Source: an optimization exercise on an open RTL-to-GDS flow (aim: small area, a short achievable clock period and few clock cycles per item). Production flows keep margins and buffers that such runs may drop.

==> module cordic_top, before the edit <==
module cordic_top (
	input logic clk,
	input logic rst,
	input logic signed [ 31:0 ] in_din,
	input logic in_we,
	input logic out_re,
	output logic in_full,
	output logic signed [ 1:0 ] [ 15:0 ] out_dout,
	output logic out_empty
);
	localparam logic signed [ 31:0 ]
		PI       = 32'sd51472,
		TWO_PI   = 32'sd102944,
		HALF_PI  = 32'sd25736,
		THREE_HALF_PI = 32'sd77208;
	localparam logic [ 15:0 ] PI_LO = 16'd51472, TWO_PI_LO = 16'd37408;  
	localparam logic [ 31:0 ] RES_ZERO = { 16'sd16383, 16'sd2 };
	logic accept, adv, stuck;
	logic signed [ 31:0 ] r, r_step, src;
	logic busy, busy_c, far_in, far_step;
	cordic_add #( .W( 32 ) ) u_step ( .a( r ), .b( r[ 31 ] ? TWO_PI : -TWO_PI ), .cin( 1'b0 ), .s( r_step ) );
	assign far_in = ( in_din > TWO_PI ) || ( in_din < -TWO_PI );
	assign far_step = r[ 31 ] ? ( r < -( TWO_PI <<< 1 ) ) : ( r > ( TWO_PI <<< 1 ) );
	always_ff @( posedge clk ) begin
		if ( accept )
			r <= in_din;
		else if ( busy )
			r <= r_step;
	end
	assign busy_c = accept ? far_in : ( busy & far_step );
	logic signed [ 17:0 ] rs;
	logic sub2, sub1, add2, add1;
	logic [ 15:0 ] z_k, z_red;
	logic f_red;
	assign src = accept ? in_din : r;
	assign rs = src[ 17:0 ];
	always_ff @( posedge clk ) begin
		sub2 <= rs >= THREE_HALF_PI;
		sub1 <= ( rs > HALF_PI ) && ( rs < THREE_HALF_PI );
		add2 <= rs <= -THREE_HALF_PI;
		add1 <= ( rs < -HALF_PI ) && ( rs > -THREE_HALF_PI );
	end
	assign z_k = ( { 16{ sub2 } } & ( -TWO_PI_LO ) ) | ( { 16{ sub1 } } & ( -PI_LO ) ) |
		( { 16{ add2 } } & TWO_PI_LO ) | ( { 16{ add1 } } & PI_LO );
	cordic_add #( .W( 16 ) ) u_red ( .a( r[ 15:0 ] ), .b( z_k ), .cin( 1'b0 ), .s( z_red ) );
	assign f_red = sub1 | add1;
	logic [ 16:0 ] e_dout;
	logic e_full, e_full_c;
	logic p_f;
	logic [ 15:0 ] p_z;
	logic [ 31:0 ] res;
	assign stuck = ~out_empty & ~out_re;
	assign accept = in_we & ~in_full;
	assign adv = ( accept | e_full ) & ~stuck;
	fifo
	hold_inst (
		.clk( clk ),
		.rst( rst ),
		.put( accept & stuck ),
		.take( adv ),
		.din( { f_red, z_red } ),
		.dout( e_dout ),
		.full( e_full ),
		.full_c( e_full_c )
	);
	assign { p_f, p_z } = e_full ? e_dout : { f_red, z_red };
	cordic
	cordic_inst (
		.clk( clk ),
		.adv( adv ),
		.in_f( p_f ),
		.in_z( p_z ),
		.res( res )
	);
	logic [ 4:0 ] cnt;       
	logic word_zero, word_res0;
	always_ff @( posedge clk, posedge rst ) begin
		if ( rst )
			cnt <= 5'd0;
		else if ( adv && cnt != 5'd17 )
			cnt <= cnt + 5'd1;
	end
	assign word_zero = cnt < 5'd16;
	assign word_res0 = cnt == 5'd16;
	always_ff @( posedge clk ) begin
		if ( adv ) begin
			if ( word_zero )
				out_dout <= 32'h0;
			else if ( word_res0 )
				out_dout <= RES_ZERO;
			else
				out_dout <= res;
		end
	end
	always_ff @( posedge clk, posedge rst ) begin
		if ( rst ) begin
			out_empty <= 1'b1;
			busy <= 1'b0;
			in_full <= 1'b0;
		end
		else begin
			if ( adv )
				out_empty <= 1'b0;
			else if ( out_re )
				out_empty <= 1'b1;
			busy <= busy_c;
			in_full <= busy_c | busy | e_full_c;
		end
	end
endmodule
clock: 6.0 ns
lec_check: 0
cap_margin: 20
core_margin: 2
core_utilization: 40
place_density: 0.6
setup_slack_margin: 3.5
slew_margin: 20
run.sh (not shown) runs the stock make flow with config.mk's settings and CLKGATE_MAP_FILE= SYNTH_SCRIPT=/design/flow/synth_recipe.tcl, a recipe that flattens the netlist after the stock synthesis.
Change:
--- a/flow/design.v
+++ b/flow/design.v
@@ -303,6 +303,17 @@
 	logic accept, adv, stuck;
 	logic signed [ 31:0 ] r, r_step, src;
+	logic [ 16:0 ] e_dout;
+	logic e_full, e_full_c;
 	logic busy, busy_c, far_in, far_step;
-	cordic_add #( .W( 32 ) ) u_step ( .a( r ), .b( r[ 31 ] ? TWO_PI : -TWO_PI ), .cin( 1'b0 ), .s( r_step ) );
+	logic [ 17:0 ] step_lo;
+	logic [ 14:0 ] hi_inc, hi_dec;
+	localparam logic [ 16:0 ] TWO_PI_17 = 17'd102944, M_TWO_PI_17 = 17'd28128;  
+	cordic_add #( .W( 18 ) ) u_step ( .a( { 1'b0, r[ 16:0 ] } ), .b( { 1'b0, r[ 31 ] ? TWO_PI_17 : M_TWO_PI_17 } ),
+		.cin( 1'b0 ), .s( step_lo ) );
+	assign hi_inc = r[ 31:17 ] + 15'd1;
+	assign hi_dec = r[ 31:17 ] - 15'd1;
+	assign r_step[ 16:0 ] = step_lo[ 16:0 ];
+	assign r_step[ 31:17 ] = r[ 31 ] ? ( step_lo[ 17 ] ? hi_inc : r[ 31:17 ] )
+		: ( step_lo[ 17 ] ? r[ 31:17 ] : hi_dec );
 	assign far_in = ( in_din > TWO_PI ) || ( in_din < -TWO_PI );
 	assign far_step = r[ 31 ] ? ( r < -( TWO_PI <<< 1 ) ) : ( r > ( TWO_PI <<< 1 ) );
@@ -328,8 +339,7 @@
 	assign z_k = ( { 16{ sub2 } } & ( -TWO_PI_LO ) ) | ( { 16{ sub1 } } & ( -PI_LO ) ) |
 		( { 16{ add2 } } & TWO_PI_LO ) | ( { 16{ add1 } } & PI_LO );
-	cordic_add #( .W( 16 ) ) u_red ( .a( r[ 15:0 ] ), .b( z_k ), .cin( 1'b0 ), .s( z_red ) );
-	assign f_red = sub1 | add1;
-	logic [ 16:0 ] e_dout;
-	logic e_full, e_full_c;
+	cordic_add #( .W( 16 ) ) u_red ( .a( e_full ? e_dout[ 15:0 ] : r[ 15:0 ] ), .b( e_full ? 16'd0 : z_k ),
+		.cin( 1'b0 ), .s( z_red ) );
+	assign f_red = e_full ? e_dout[ 16 ] : ( sub1 | add1 );
 	logic p_f;
 	logic [ 15:0 ] p_z;
@@ -349,5 +359,5 @@
 		.full_c( e_full_c )
 	);
-	assign { p_f, p_z } = e_full ? e_dout : { f_red, z_red };
+	assign { p_f, p_z } = { f_red, z_red };
 	cordic
 	cordic_inst (
=> The new run finished clean; worst setup slack degrades by 620 ps; synthesized cell count went up by 3.5%; routed wire length went down by 0.45%; via count went up by 4.4%; maximum frequency went down by 17%; cell area went up by 2.7%; global-route usage went down by 0.97 points.
No functional check of the RTL was part of any run of this note.

==> port drivers added, routing unchanged <==
Ports are ideal in the flow. The routed layouts listed here were re-timed in OpenROAD.
Step 1, drivers: a clkbuf_16 drives clk and a buf_2 each remaining input, both assumed.
Step 2 times the ports against the registers' clock, not the clock port: input delays grow and output delays shrink by t, the midpoint of the rising clock arrivals with the driver on.
a / b / c = ideal / step 1 / step 2; a / b = the first two.
run | t (ns) | setup WS [ns] | clock arrival spread, ns | slew at the worst register clock pin (ns) | pins driven straight from the clock port
the first run | 0.686 | 2.928 / 2.928 / 2.905 | 0.036 / 0.037 | 0.06 / 0.06 | 1
the second run | 0.693 | 2.309 / 2.309 / 2.309 | 0.032 / 0.032 | 0.07 / 0.07 | 1
After both steps every run listed still meets setup and hold. For the first run, which loses most, drivers alone change the setup slack by 0.000 ns; drivers and shift together by -0.023 ns.
